From an optimization exercise on the open Yosys and OpenROAD flow, aimed at small area and a short achievable clock period; shortcuts taken in it are not production practice.
The RTL was checked by simulation tests, not by an equivalence proof against the original design.

==> flow/design.v, too long to show whole: its modules and the start of the top module <==
// module FA: 6 lines
// module Filter: 1782 lines
module Filter(clk, rst, in, out);
  // ...
==> flow/run.sh <==
#!/bin/bash
# synth_recipe.tcl (not shown) runs the flow's synth.tcl, then flattens the netlist and writes it again
# the make line also repeats each setting of config.mk as NAME=value (left out here)
make -C /OpenROAD-flow-scripts/flow DESIGN_CONFIG=/design/flow/config.mk WORK_HOME=/design/flow/orfs CLKGATE_MAP_FILE= SYNTH_SCRIPT=/design/flow/synth_recipe.tcl finish
==> flow/config.mk <==
export PLATFORM = sky130hd
export DESIGN_NAME = Filter
export DESIGN_NICKNAME = Filter
export VERILOG_FILES = /design/flow/design.v
export SDC_FILE = /design/flow/constraint.sdc
export NUM_CORES = 4
export LEC_CHECK = 0
export CAP_MARGIN = 20
export CORE_MARGIN = 2
export CORE_UTILIZATION = 40
export PLACE_DENSITY = 0.8
export SETUP_SLACK_MARGIN = 5
export SLEW_MARGIN = 20
export SYNTH_HIERARCHICAL = 1
==> flow/constraint.sdc <==
create_clock -name core_clock -period 14.0 [get_ports {clk}]
set_input_delay 2.8000 -clock core_clock [delete_from_list [all_inputs] [get_ports {clk}]]
set_output_delay 2.8000 -clock core_clock [all_outputs]
set_load 0.01 [all_outputs]
==> run notes, run 1 <==
Floorplan
The height of the die is 238.9 µm. For this design the top-level I/O count stands at 66. The total number of tap cells is 704. After floorplanning, the core was divided into 86 placement rows.

Placement
The post-detailed-placement cell area is 0.02386 mm².

STA
The worst pin sits at a relative slew slack of 27.37%. The minimum clock period is 8.833 ns. At the pin with the least slew margin, the transition time is 1.082 ns. Setup repair after global routing could not meet its margin everywhere.

CTS
The tree is rooted in a clkbuf_16. The TritonCTS clock tree is done. Buffers inserted during clock tree synthesis total 9. The clock edge transition at the registers on the reported setup and hold paths is 0.07 ns.

Critical path
The kind of launch point of the worst setup path is a flip-flop. The library cell contributing the largest single delay on the critical path is fa_1. STA puts the critical path data arrival time at 6.03 ns.

On the worst path, the slowest cell contributes a delay of 0.57 ns. The number of cells on the critical path is 16. The kind of cell with the highest combined delay on the critical path is adder cells.

Layout
The design has 96 sequential cells. The largest registers in the layout are S (32), v (32), w1 (32). The most common cell after layout, fill and taps aside is fa_1. The total of clock buffers placed in the layout is 11. The number of antenna diodes in the final layout is 0.

Hold path
The origin of the worst min-delay path is w1[28]$_DFF_PN0_. The worst hold path terminates at S[31]$_DFF_PN0_.

Yosys
The combinational family with the most area after synthesis is adder cells. Summing the areas of all xor and xnor instances in the mapped netlist gives 6.529% of the synthesized area. The simple-gate area share of the yosys netlist is 7.470%. The cell with the most instances after synthesis is fa_1.

After synthesis the netlist holds a flip-flop and latch count of 96. The most used flip-flop cell after synthesis is dfrtp_1.

Drt
The number of detailed-route iterations in the first pass is 8.

GRT
The number of antenna violations at the first check in global routing came to 0.

Run status
The run finished with no timing, DRC or antenna violations.
==> run 2, diff against run 1 <==
--- a/flow/config.mk
+++ b/flow/config.mk
@@ -10,3 +10,2 @@
 export CORE_UTILIZATION = 40
-export PLACE_DENSITY = 0.8
 export SETUP_SLACK_MARGIN = 5
==> run 2 against run 1 <==
Still clean. Design area is 0.11% lower. Critical path depth rose by 14. Hold slack worse by 0.15 ns. Clock skew grew 0.00081 ns. Sequential share of layout area hardly changed. First-iteration DRC count shrank 18%. Cell count rose by 0.33%. Synthesized area unchanged. Setup slack worse by 0.011 ns.
==> run notes, run 2 <==
STA
The share of the clock period used by the worst path after layout is 63.17% (was 63.09%). Unrepaired setup endpoints after global routing: yes (unchanged). The final setup TNS is 0 ns (unchanged). The top achievable clock speed is 113.1 MHz (was 113.2 MHz). The final setup violation count is 0 (unchanged). The slew at the pin with the worst max-slew slack came to 1.034 ns (was 1.082 ns). The number of slew-limit violations in the final report came to 0 (unchanged). The worst-case headroom to the max-slew limit was 30.59% (was 27.37%). The final-layout worst hold slack came to 1.168 ns (was 1.317 ns). The worst-case clock skew came to 0.01302 ns (was 0.01222 ns). The number of hold violations in the final report is 0 (unchanged). The minimum clock period is 8.844 ns (was 8.833 ns). The least setup slack across all paths after layout is 5.156 ns (was 5.167 ns).

Layout
The most common cell after layout, fill and taps aside is fa_1 (unchanged). The area occupied by multi-input gates is 0.01961 mm² (was 0.01973 mm²). The footprint of the flip-flops and latches came to 0.002430 mm² (was 0.002425 mm²).

Most frequent cells in the layout: fa_1 (505), ha_1 (215), a21o_1 (114), inv_1 (107), a21oi_1 (104) (was fa_1 (505), ha_1 (209), a21o_1 (114), inv_1 (108), a21oi_1 (105)). The proportion of layout cells with a drive suffix above 1 is 12.45% (was 12.35%). Regs by FF count: S (32), v (32), w1 (32) (unchanged). The diode insertion count for antenna repair came to 0 (unchanged). The number of inserted filler cells in the final layout is 5064 (was 4911). The summed area of non-filler cells in the final layout is 0.02523 mm² (was 0.02526 mm²). The growth of design area from synthesis to finish is 14.29% (was 14.42%).

The final net count came to 2829 (was 2821).

Yosys
The cell with the most instances after synthesis is fa_1 (unchanged). The post-synth net total came to 2662 (unchanged). The count of flip-flops with a built-in enable after synthesis is 0 (unchanged). The post-synthesis cell type with the largest combined area is fa_1 (unchanged). The yosys synthesis warning count is 7 (unchanged). The number of synthesized register bits is 96 (unchanged).

The area fraction of the dominant cell type after synthesis is 46.16% (unchanged). The proportion of synthesized chip area in sequential cells is 10.88% (unchanged). The netlist area before placement is 0.02208 mm² (unchanged).

Most area-consuming cells after synthesis: fa_1 (46%), ha_1 (13%), dfrtp_1 (11%) (unchanged). The count of distinct cell types in the synthesized netlist is 81 (unchanged). The mean instance size in the synthesized netlist is 11.66 µm² (unchanged). The proportion of register bits with asynchronous set or reset after synthesis came to 100.0% (unchanged). The most used flip-flop cell after synthesis is dfrtp_1 (unchanged). The number of standard cells after synthesis is 1893 (unchanged). Synth cell count leaders: fa_1 (509), ha_1 (226), inv_1 (128) (unchanged).

CTS
The H-tree depth is 3 (unchanged). The TritonCTS clock tree is done (unchanged). The clock edge transition at the registers on the reported setup and hold paths is 0.08 ns (was 0.07 ns). The maximum number of buffers from clock root to sink is 2 (unchanged).

The buffer cell driving the clock tree root is clkbuf_16 (unchanged). The clock latency of the later-clocked register in the worst-skew pair is 0.40 ns (was 0.39 ns). The number of hold buffers added after CTS is 0 (unchanged). The number of sinks handled by clock tree synthesis was 96 (unchanged).

The total clock buffers created by CTS is 9 (unchanged).

Drt
The remaining routing DRC violations came to 0 (unchanged). The detailed-routed wire length on met2 was 29.71 mm (was 30.42 mm). The number of detailed-route iterations in the first pass is 5 (was 8). The total via count after detailed routing was 15320 (was 15980).

The wire length on met1 came to 26.29 mm (was 26.17 mm). The starting DRC count in detailed routing is 978 (was 1189). The highest metal layer with signal wires is met5 (was met4). The routed length per instance is 22.32 µm (was 22.86 µm). The remaining number of nets flagged by the antenna check after routing is 0 (unchanged).

The total wirelength of the detailed-routed design is 61.79 mm (was 63.08 mm). The met3 layer wire length in the routed design came to 3.536 mm (was 4.082 mm). The via count normalized by instance count is 5.534 (was 5.791).

Floorplan
The x dimension of the die is 238.9 µm (unchanged). The height of the die came to 238.9 µm (unchanged). The overall die area was 0.05709 mm² (unchanged). The initial core utilization is 40.23% (unchanged).

The total I/O pin count came to 66 (unchanged). The core box area is 0.05488 mm² (unchanged). The site row count is 86 (unchanged).

Hold path
The origin of the worst min-delay path is v[30]$_DFF_PN0_ (was w1[28]$_DFF_PN0_). The worst-case hold path end point is w1[31]$_DFF_PN0_ (was S[31]$_DFF_PN0_). The hold path depth is 3 (was 5). The path type of the worst min-delay path is flip-flop to flip-flop (unchanged).

Critical path
The number of buffer and inverter instances along the worst setup path is 4 (was 2). The start-to-end type of the worst setup path is flip-flop to flip-flop (was flip-flop to primary output). The kind of launch point of the worst setup path is a flip-flop (unchanged). The number of cells traversed by the worst register-to-register path is 30 (was 31). The critical path's most frequent cell is fa_1 (unchanged). The critical path endpoint category was a flip-flop (was primary output).

The library cell contributing the largest single delay on the critical path is fa_1 (unchanged). The data arrival at the endpoint of the critical path was 9.16 ns (was 6.03 ns). The endpoint of the worst register-to-register path is v[30]$_DFF_PN0_ (unchanged). The startpoint of the worst register-to-register path is v[25]$_DFF_PN0_ (was v[19]$_DFF_PN0_). The highest net fanout along the worst path is 8 (was 9). The kind of cell with the highest combined delay on the critical path is adder cells (unchanged). The biggest cell delay along the critical path is 0.56 ns (was 0.57 ns).

The data required time at the worst endpoint is 14.31 ns (was 11.20 ns). The reg2reg setup slack is 5.16 ns (was 5.19 ns).

Flow run
The number of max-cap violations was 0 (unchanged).

GRT
The via count of the first global-routing pass is 16990 (was 17450). The maximum number of pins on one net before global-route repair is 61 (was 55). The global-route wire length before repair is 97.37 mm (was 99.37 mm).

The number of antenna violations at the first check in global routing was 1 (was 0). The total global-route track usage is 22.89% (was 23.01%). The residual overflow from global routing came to 0 (unchanged).

Placement
The post-detailed-placement cell area is 0.02393 mm² (was 0.02386 mm²). The HPWL after detailed placement is 53.88 mm (was 54.34 mm). The number of input and output port buffers inserted is 65 (unchanged). The worst slack at placement came to 4.497 ns (was 4.124 ns). The routability congestion estimate from global placement was 0.9694 (was 0.9903).

Run status
Run status: finished clean (unchanged).
run 2: cell count changes in the layout (fill, tap and decap cells not counted), sizes merged, moves of 2 or more:
cell           before  now
dlymetal6s2s        1    3
clkdlybuf4s50      63   60
clkinvlp            3    7
inv               127  124
buf                97  105
run 2: kinds of logic (layout without fill, tap and decap cells):
logic type      count (synthesis)  in the layout  share of synthesized area (%)
fa+ha+maj                     735            735                          58.97
compound gates                435            435                          13.58
simple gates                  320            320                          7.470
xor+xnor                      163            163                          6.529
buf+inv                       141            313                          2.431
flops                          96             96                          10.88
mux                             3              3                         0.1417
run 2: area by class of cell:
type                       instances  area share, %
sequential                        96          9.631
clock buffer                      10         0.9075
multi-input combinational       1656          77.72
tap                              704          3.491
clock inverter                     6         0.3075
inverter                         128          2.023
timing repair buffer             169          5.916
run 2: metrics by stage:
stage | util, % | instances
final | 45.98 | 2769
after global routing | 45.98 | 2769
after CTS | 45.01 | 2727
after detailed placement | 43.60 | 2691
after global placement | 43.60 | 2691
after floorplan | - | 1893
run 2: worst min-delay path: stages (launching register included):
cell	delay, ns
dfrtp_2	0.50
fa_1	0.32
xor2_1	0.17
xnor2_1	0.14
run 2: worst max-delay path by stage:
stage | startpoint | to | slack, ns | cells past startpoint
after floorplan | v[31]$_DFF_PN0_ | v[30]$_DFF_PN0_ | 5.11 | 27
after global placement | v[21]$_DFF_PN0_ | v[31]$_DFF_PN0_ | 4.63 | 30
after detailed placement | v[9]$_DFF_PN0_ | v[30]$_DFF_PN0_ | 4.50 | 30
after CTS | v[24]$_DFF_PN0_ | v[30]$_DFF_PN0_ | 5.00 | 31
after global routing | v[9]$_DFF_PN0_ | v[30]$_DFF_PN0_ | 4.88 | 31
final | v[25]$_DFF_PN0_ | v[30]$_DFF_PN0_ | 5.16 | 30
run 2: layer usage:
layer,track usage [%],up-vias
li1,-,6876
met1,30.05,7985
met2,37.65,362
met3,4.758,99
met4,7.955,2
met5,0,-
run 2: timing repair:
action                                  CTS  global route
pin swaps                                 6            13
gates resized for setup                  84            58
gates cloned                              0             0
buffers inserted                         20            42
endpoints found under the setup margin   30            20
run 2: per-module statistics from Yosys (local to each module, per instance):
| module | flip-flops and latches | times used | cells inside |
|---|---|---|---|
| Filter | 96 | 1 | 1385 |
| FA | 0 | 508 | 1 |
==> run 3, diff against run 2 <==
--- a/flow/config.mk
+++ b/flow/config.mk
@@ -10,3 +10,3 @@
 export CORE_UTILIZATION = 40
-export SETUP_SLACK_MARGIN = 5
+export SETUP_SLACK_MARGIN = 4.5
 export SLEW_MARGIN = 20
==> run 3 against run 2 <==
Sequential share of layout area grew 0.17 points. Sequential cell count is the same. Core utilization shrank 1.1 points. Critical endpoint is now out[31]. Via count shrank 1.4%. Clock-buffer cell count is the same. Clock skew grew 0.0051 ns. Cell count shrank 1.5%. Largest cell class unchanged. Critical path depth shrank 12.
==> run notes, run 3 <==
Run status
Run status: finished clean (unchanged).

CTS
The clock edge transition at the registers on the reported setup and hold paths is 0.08 ns (about the same). The buffer cell driving the clock tree root is clkbuf_16 (unchanged). The clock latency of the later-clocked register in the worst-skew pair is 0.40 ns (about the same). The number of sinks handled by clock tree synthesis was 96 (unchanged). The number of hold buffers added after CTS was 0 (unchanged). The TritonCTS clock tree is done (unchanged). The H-tree depth is 3 (unchanged).

The total clock buffers created by CTS is 9 (unchanged). The maximum number of buffers from clock root to sink was 2 (unchanged).

GRT
The number of antenna violations at the first check in global routing is 1 (unchanged). The total global-route track usage was 22.59% (was 22.89%). The residual overflow from global routing is 0 (unchanged). The maximum number of pins on one net before global-route repair is 61 (unchanged). The global-route wire length before repair is 96.54 mm (was 97.37 mm).

The via count of the first global-routing pass is 16780 (was 16990).

Critical path
The start-to-end type of the worst setup path is flip-flop to primary output (was flip-flop to flip-flop). The kind of cell with the highest combined delay on the critical path is adder cells (unchanged). The kind of launch point of the worst setup path is a flip-flop (unchanged). The critical path endpoint category was a primary output (was flip-flop). The highest net fanout along the worst path is 5 (was 8).

The number of buffer and inverter instances along the worst setup path is 3 (was 4). The biggest cell delay along the critical path is 0.60 ns (was 0.56 ns). The library cell contributing the largest single delay on the critical path was fa_1 (unchanged). The data arrival at the endpoint of the critical path was 6.41 ns (was 9.16 ns). The signal on the critical path passes through clkinvlp_4 > fa_1 > fa_1 > fa_1 > fa_1 > ha_1 > a21oi_1 > o21ai_1 > a2111oi_0 > o21ai_1 > buf_4 > a21o_2 > a21oi_2 > o21ai_1 > o41ai_4 > nor2_1 > a211oi_1 > clkdlybuf4s50_1.

The data required time at the worst endpoint was 11.20 ns (was 14.31 ns). The critical path's most frequent cell is fa_1 (unchanged).

Yosys
The proportion of register bits with asynchronous set or reset after synthesis came to 100.0% (unchanged). The post-synthesis cell type with the largest combined area is fa_1 (unchanged). Most area-consuming cells after synthesis: fa_1 (46%), ha_1 (13%), dfrtp_1 (11%) (unchanged). The proportion of synthesized chip area in sequential cells is 10.88% (unchanged).

The area fraction of the dominant cell type after synthesis was 46.16% (unchanged). The number of standard cells after synthesis came to 1893 (unchanged). The yosys synthesis warning count is 7 (unchanged).

The mean instance size in the synthesized netlist is 11.66 µm² (unchanged). The count of flip-flops with a built-in enable after synthesis is 0 (unchanged). The cell with the most instances after synthesis is fa_1 (unchanged). The number of synthesized register bits is 96 (unchanged). The most used flip-flop cell after synthesis is dfrtp_1 (unchanged).

The count of distinct cell types in the synthesized netlist is 81 (unchanged). The netlist area before placement is 0.02208 mm² (unchanged). Synth cell count leaders: fa_1 (509), ha_1 (226), inv_1 (128) (unchanged). The post-synth net total came to 2662 (unchanged).

Drt
The met3 layer wire length in the routed design is 2.950 mm (was 3.536 mm). The number of detailed-route iterations in the first pass is 5 (unchanged). The remaining routing DRC violations came to 0 (unchanged). The detailed-routed wire length on met2 came to 29.89 mm (was 29.71 mm). The total wirelength of the detailed-routed design is 60.79 mm (was 61.79 mm). The remaining number of nets flagged by the antenna check after routing came to 0 (unchanged). The highest metal layer with signal wires is met5 (unchanged). The starting DRC count in detailed routing is 841 (was 978).

The routed length per instance is 22.29 µm (was 22.32 µm). The wire length on met1 is 26.51 mm (was 26.29 mm). The via count normalized by instance count is 5.541 (was 5.534). The total via count after detailed routing is 15110 (was 15320).

Floorplan
The initial core utilization is 40.23% (unchanged). The overall die area is 0.05709 mm² (unchanged). The site row count is 86 (unchanged). The x dimension of the die came to 238.9 µm (unchanged).

The total I/O pin count is 66 (unchanged). The core box area came to 0.05488 mm² (unchanged). The height of the die is 238.9 µm (unchanged).

Layout
The most common cell after layout, fill and taps aside is fa_1 (unchanged). The number of inserted filler cells in the final layout came to 5102 (was 5064). The proportion of layout cells with a drive suffix above 1 is 7.761% (was 12.45%).

The summed area of non-filler cells in the final layout was 0.02460 mm² (was 0.02523 mm²). Most frequent cells in the layout: fa_1 (509), ha_1 (224), inv_1 (122), a21o_1 (114), a21oi_1 (113) (was fa_1 (505), ha_1 (215), a21o_1 (114), inv_1 (107), a21oi_1 (104)). The diode insertion count for antenna repair is 0 (unchanged).

The final standard cell utilization of the core came to 44.84% (was 45.98%). The final cell count without fillers is 2727 (was 2769). Regs by FF count: S (32), v (32), w1 (32) (unchanged). The growth of design area from synthesis to finish came to 11.45% (was 14.29%). The area occupied by multi-input gates is 0.01939 mm² (was 0.01961 mm²). The final net count is 2787 (was 2829). The footprint of the flip-flops and latches is 0.002412 mm² (was 0.002430 mm²).

STA
The final setup TNS is 0 ns (unchanged). The final setup violation count is 0 (unchanged). The number of slew-limit violations in the final report came to 0 (unchanged).

The top achievable clock speed is 108.6 MHz (was 113.1 MHz). The number of hold violations in the final report came to 0 (unchanged). The final-layout worst hold slack is 1.270 ns (was 1.168 ns).

The worst-case headroom to the max-slew limit is 30.33% (was 30.59%). The share of the clock period used by the worst path after layout is 65.76% (was 63.17%). The slew at the pin with the worst max-slew slack is 1.038 ns (was 1.034 ns).

Unrepaired setup endpoints after global routing: no (was yes). The worst-case clock skew is 0.01816 ns (was 0.01302 ns). The minimum clock period was 9.207 ns (was 8.844 ns).

Placement
The total placed cells including tap cells was 2691 (unchanged). The routability congestion estimate from global placement came to 0.9694 (unchanged). The HPWL after detailed placement was 53.88 mm (unchanged). The number of input and output port buffers inserted is 65 (unchanged).

The post-detailed-placement cell area was 0.02393 mm² (unchanged).

Flow run
The number of max-cap violations was 0 (unchanged).

Hold path
The path type of the worst min-delay path is flip-flop to flip-flop (unchanged).
==> run 3: cell counts after synthesis <==
Identical to the previous run, type by type.
==> run 3: final timing paths <==
| path | cells after the start | from | end | slack, ns |
|---|---|---|---|---|
| min in group asynchronous | 1 | rst | v[8]$_DFF_PN0_ | 2.38 |
| hold reg to reg | 3 | v[29]$_DFF_PN0_ | w1[31]$_DFF_PN0_ | 1.27 |
| hold / removal | 3 | v[29]$_DFF_PN0_ | w1[31]$_DFF_PN0_ | 1.27 |
| setup / recovery | 18 | v[14]$_DFF_PN0_ | out[31] | 4.79 |
| setup reg to reg | 30 | v[18]$_DFF_PN0_ | v[30]$_DFF_PN0_ | 4.81 |
| max in group asynchronous | 2 | rst | S[23]$_DFF_PN0_ | 10.29 |
==> run 3: final cells by class <==
| class | count | area share [%] |
|---|---|---|
| tap | 704 | 3.580 |
| timing repair buffer | 127 | 4.572 |
| sequential | 96 | 9.804 |
| inverter | 128 | 1.998 |
| clock buffer | 10 | 0.9306 |
| multi-input combinational | 1656 | 78.80 |
| clock inverter | 6 | 0.3153 |
==> run 3: what timing repair did <==
item / CTS / global route
buffers inserted: 1 / 19
gates resized for setup: 3 / 52
setup endpoints to repair: 7 / 25
pin swaps: 1 / 6
==> run 3: cells by family (layout without fill, tap and decap cells) <==
family,count (synthesis),count (layout),synth area share (%)
simple gates,320,320,7.470
compound gates,435,435,13.58
buf+inv,141,271,2.431
fa+ha+maj,735,735,58.97
flops,96,96,10.88
xor+xnor,163,163,6.529
mux,3,3,0.1417
==> run 3: through the flow <==
stage	setup slack (ns)
3_3_place_gp	4.631
5_1_grt	4.483
2_1_floorplan	5.108
3_5_place_dp	4.497
6_report	4.793
4_1_cts	4.503
==> run 3: routing by layer <==
layer / GRT usage [%] / vias to the layer above
li1: - / 6793
met1: 30.48 / 7929
met2: 38.24 / 320
met3: 3.430 / 66
met4: 5.549 / 2
met5: 0 / -
==> run 3: worst reg2reg max path: cells and delay by family (launching register included) <==
family / cells / cell delay [ns]
XOR/XNOR: 2 / 0.28
flip-flops: 1 / 0.46
adder cells (fa/ha/maj): 9 / 4.10
AND/OR/NAND/NOR: 3 / 1.13
AO/OA/AOI/OAI: 12 / 2.38
buffers and inverters: 4 / 0.77
==> run 3: per-module statistics from Yosys, one instance, submodules excluded <==
module,flops+latches,cells,times used,area (µm²)
FA,0,1,508,20.02
Filter,96,1385,1,11910
==> run 4, diff against run 3 <==
==> flow/flow/run.sh (new file) <==
#!/bin/bash
set -euo pipefail
bash standard.sh SETUP_SLACK_MARGIN=6 finish > standard_flow.log 2>&1
==> flow/standard.sh (new file) <==
#!/bin/bash
# synth_recipe.tcl (not shown) runs the flow's synth.tcl, then flattens the netlist and writes it again
# the make line also repeats each setting of config.mk as NAME=value (left out here)
make -C /OpenROAD-flow-scripts/flow DESIGN_CONFIG=/design/flow/config.mk WORK_HOME=/design/flow/orfs CLKGATE_MAP_FILE= SYNTH_SCRIPT=/design/flow/synth_recipe.tcl "${@:-finish}"
--- a/flow/config.mk
+++ b/flow/config.mk
@@ -10,3 +10,2 @@
 export CORE_UTILIZATION = 40
-export SETUP_SLACK_MARGIN = 4.5
 export SLEW_MARGIN = 20
removed: flow/run.sh
==> run 4 against run 3 <==
Non-clock buffer count up 144. Sequential cell count unchanged. Cell count up 5.3%. Clock-buffer cell count up 2. Die area unchanged. Highest routed layer is now met4.
==> run notes, run 4 <==
Layout
The number of inserted filler cells in the final layout is 4745 (was 5102). The final net count is 2931 (was 2787). The summed area of non-filler cells in the final layout is 0.02787 mm² (was 0.02460 mm²). Regs by FF count: S (32), v (32), w1 (32) (unchanged). The most common cell after layout, fill and taps aside is fa_1 (unchanged). The final standard cell utilization of the core is 50.79% (was 44.84%). The footprint of the flip-flops and latches was 0.002429 mm² (was 0.002412 mm²). The proportion of layout cells with a drive suffix above 1 is 27.92% (was 7.761%). Most frequent cells in the layout: fa_1 (449), ha_1 (170), buf_4 (166), a21o_1 (114), inv_1 (103) (was fa_1 (509), ha_1 (224), inv_1 (122), a21o_1 (114), a21oi_1 (113)). The diode insertion count for antenna repair is 0 (unchanged).

The growth of design area from synthesis to finish was 26.25% (was 11.45%). The area occupied by multi-input gates is 0.02137 mm² (was 0.01939 mm²).

Drt
The starting DRC count in detailed routing is 1092 (was 841). The routed length per instance is 23.07 µm (was 22.29 µm). The number of detailed-route iterations in the first pass is 5 (unchanged). The remaining number of nets flagged by the antenna check after routing is 0 (unchanged). The total via count after detailed routing is 16030 (was 15110). The total wirelength of the detailed-routed design is 66.24 mm (was 60.79 mm). The remaining routing DRC violations is 0 (unchanged). The via count normalized by instance count came to 5.582 (was 5.541).

Yosys
Most area-consuming cells after synthesis: fa_1 (46%), ha_1 (13%), dfrtp_1 (11%) (unchanged). The count of distinct cell types in the synthesized netlist came to 81 (unchanged). The area fraction of the dominant cell type after synthesis is 46.16% (unchanged). The post-synthesis cell type with the largest combined area is fa_1 (unchanged). The yosys synthesis warning count is 7 (unchanged). The mean instance size in the synthesized netlist is 11.66 µm² (unchanged). The most used flip-flop cell after synthesis was dfrtp_1 (unchanged).

The netlist area before placement is 0.02208 mm² (unchanged). The proportion of synthesized chip area in sequential cells is 10.88% (unchanged). The post-synth net total is 2662 (unchanged).

The count of flip-flops with a built-in enable after synthesis is 0 (unchanged). The number of synthesized register bits is 96 (unchanged). Synth cell count leaders: fa_1 (509), ha_1 (226), inv_1 (128) (unchanged). The proportion of register bits with asynchronous set or reset after synthesis came to 100.0% (unchanged).

The cell with the most instances after synthesis is fa_1 (unchanged). The number of standard cells after synthesis came to 1893 (unchanged).

GRT
The number of antenna violations at the first check in global routing is 0 (was 1). The maximum number of pins on one net before global-route repair is 59 (was 61). The total global-route track usage came to 24.43% (was 22.59%).

The via count of the first global-routing pass was 17700 (was 16780). The global-route wire length before repair is 104.0 mm (was 96.54 mm). The residual overflow from global routing is 0 (unchanged).

CTS
The clock latency of the later-clocked register in the worst-skew pair came to 0.39 ns (was 0.40 ns). The maximum number of buffers from clock root to sink is 2 (unchanged). The TritonCTS clock tree is done (unchanged). The number of hold buffers added after CTS came to 0 (unchanged). The clock edge transition at the registers on the reported setup and hold paths is 0.07 ns (was 0.08 ns). The total clock buffers created by CTS is 9 (unchanged).

The number of sinks handled by clock tree synthesis was 96 (unchanged). The H-tree depth is 3 (unchanged). The buffer cell driving the clock tree root is clkbuf_16 (unchanged).

Placement
The HPWL after detailed placement is 54.52 mm (was 53.88 mm). The number of input and output port buffers inserted came to 65 (unchanged). The routability congestion estimate from global placement is 0.9743 (was 0.9694). The post-detailed-placement cell area came to 0.02431 mm² (was 0.02393 mm²).

Critical path
The data arrival at the endpoint of the critical path is 8.96 ns (was 6.41 ns). The endpoint of the worst register-to-register path is v[30]$_DFF_PN0_ (unchanged). The critical path endpoint category is a flip-flop (was primary output). The highest net fanout along the worst path is 4 (was 5). The critical path's most frequent cell was fa_2 (was fa_1). The data required time at the worst endpoint is 14.32 ns (was 11.20 ns). The start-to-end type of the worst setup path is flip-flop to flip-flop (was flip-flop to primary output). The kind of launch point of the worst setup path is a flip-flop (unchanged).

The reg2reg setup slack is 5.35 ns (was 4.81 ns). The biggest cell delay along the critical path is 0.58 ns (was 0.60 ns). The library cell contributing the largest single delay on the critical path is fa_2 (was fa_1).

The startpoint of the worst register-to-register path is v[9]$_DFF_PN0_ (was v[18]$_DFF_PN0_). The number of cells traversed by the worst register-to-register path came to 31 (was 30).

Hold path
The hold path depth came to 5 (was 3). The origin of the worst min-delay path was w1[30]$_DFF_PN0_ (was v[29]$_DFF_PN0_). The worst-case hold path end point is S[31]$_DFF_PN0_ (was w1[31]$_DFF_PN0_). The path type of the worst min-delay path was flip-flop to flip-flop (unchanged).

Floorplan
The overall die area is 0.05709 mm² (unchanged). The x dimension of the die is 238.9 µm (unchanged). The site row count is 86 (unchanged). The total I/O pin count is 66 (unchanged).

The core box area is 0.05488 mm² (unchanged). The initial core utilization was 40.23% (unchanged). The height of the die is 238.9 µm (unchanged).

STA
The minimum clock period is 8.646 ns (was 9.207 ns). The final setup TNS is 0 ns (unchanged). The number of hold violations in the final report was 0 (unchanged).

The worst-case headroom to the max-slew limit is 29.90% (was 30.33%). Unrepaired setup endpoints after global routing: yes (was no). The share of the clock period used by the worst path after layout is 61.76% (was 65.76%).

The number of slew-limit violations in the final report was 0 (unchanged). The final setup violation count was 0 (unchanged). The final-layout worst hold slack is 1.284 ns (was 1.270 ns). The worst-case clock skew was 0.01211 ns (was 0.01816 ns). The slew at the pin with the worst max-slew slack is 1.044 ns (was 1.038 ns).

The top achievable clock speed is 115.7 MHz (was 108.6 MHz).

Flow run
The number of max-cap violations was 0 (unchanged).

Run status
Run status: finished clean (unchanged).
[run 4: metal layers]
metal | vias to the layer above | part of all wire (%) | global-route usage [%]
met5 | - | 0 | 0
met4 | 0 | 2.8 | 6.288
met3 | 79 | 5.9 | 4.527
met2 | 469 | 50 | 41.07
met1 | 8405 | 42 | 32.59
li1 | 7073 | - | -
[run 4: cells by family (layout without fill, tap and decap cells)]
kind of cell             after synthesis  after routing  synth area share [%]
AO/OA/AOI/OAI                        435            435                 13.58
adder cells (fa/ha/maj)              735            735                 58.97
multiplexers                           3              3                0.1417
AND/OR/NAND/NOR                      320            320                 7.470
XOR/XNOR                             163            163                 6.529
buffers and inverters                141            415                 2.431
flip-flops                            96             96                 10.88
[run 4: worst max path at each step]
stage,start,end,slack [ns],cells after the start
3_5_place_dp,v[11]$_DFF_PN0_,v[23]$_DFF_PN0_,4.44,26
5_1_grt,v[9]$_DFF_PN0_,v[30]$_DFF_PN0_,5.07,30
4_1_cts,v[9]$_DFF_PN0_,v[30]$_DFF_PN0_,5.40,30
6_report,v[9]$_DFF_PN0_,v[30]$_DFF_PN0_,5.35,31
3_3_place_gp,v[11]$_DFF_PN0_,v[23]$_DFF_PN0_,4.48,28
2_1_floorplan,v[31]$_DFF_PN0_,v[30]$_DFF_PN0_,5.71,29
[run 4: layout make-up]
cell class | count | share of cell area (%)
clock inverters | 4 | 0.1033
well taps | 704 | 3.160
flip-flops and latches | 96 | 8.713
multi-input cells | 1656 | 76.66
clock buffers | 12 | 0.9203
repair buffers | 271 | 8.606
inverters | 128 | 1.841
[run 4: critical path: cells and delay by family (launching register included)]
kind / cells / cell delay (ns)
adder cells (fa/ha/maj): 9 / 3.89
buffers and inverters: 2 / 0.22
XOR/XNOR: 2 / 0.33
AO/OA/AOI/OAI: 14 / 2.60
AND/OR/NAND/NOR: 4 / 1.13
flip-flops: 1 / 0.37
[run 4: what timing repair did]
action                                  CTS  global route
resized for setup                       341           145
endpoints found under the setup margin   67            69
pin swaps                               144            91
buffers inserted                        137            42
[run 4: modules after synthesis, one instance, submodules excluded]
module | cells inside | area (µm²)
Filter | 1385 | 11910
FA | 1 | 20.02
[run 4: through the flow]
step | cells | worst slack (ns)
5_1_grt | 2871 | 5.065
4_1_cts | 2829 | 5.401
6_report | 2871 | 5.354
3_3_place_gp | 2676 | 4.478
3_5_place_dp | 2676 | 4.436
2_1_floorplan | 1893 | 5.710

separate check: timing with driven ports:
In the flow no input, the clock included, has a driving cell. The finished layouts below were timed again as built, in two steps. Step 1 assumes that a clkbuf_16 drives the clock port and a buf_2 every other input. Step 2 times the ports against the registers' clock, not the clock port: input delays grow and output delays shrink by t, the midpoint of the rising clock arrivals with the driver on. Three values: ideal ports, drivers, drivers and shift; two values: the first two.
| run | shift t [ns] | setup slack, ns | worst slew at a driven data input, ns |
|---|---|---|---|
| run 1 | 0.433 | 5.167 / 5.115 / 5.192 | 0.05 |
| run 2 | 0.447 | 5.156 / 5.156 / 5.156 | 0.04 |
| run 3 | 0.445 | 4.793 / 4.739 / 4.812 | 0.04 |
| run 4 | 0.437 | 5.354 / 5.354 / 5.354 | 0.05 |
After both steps every run listed still meets setup and hold.
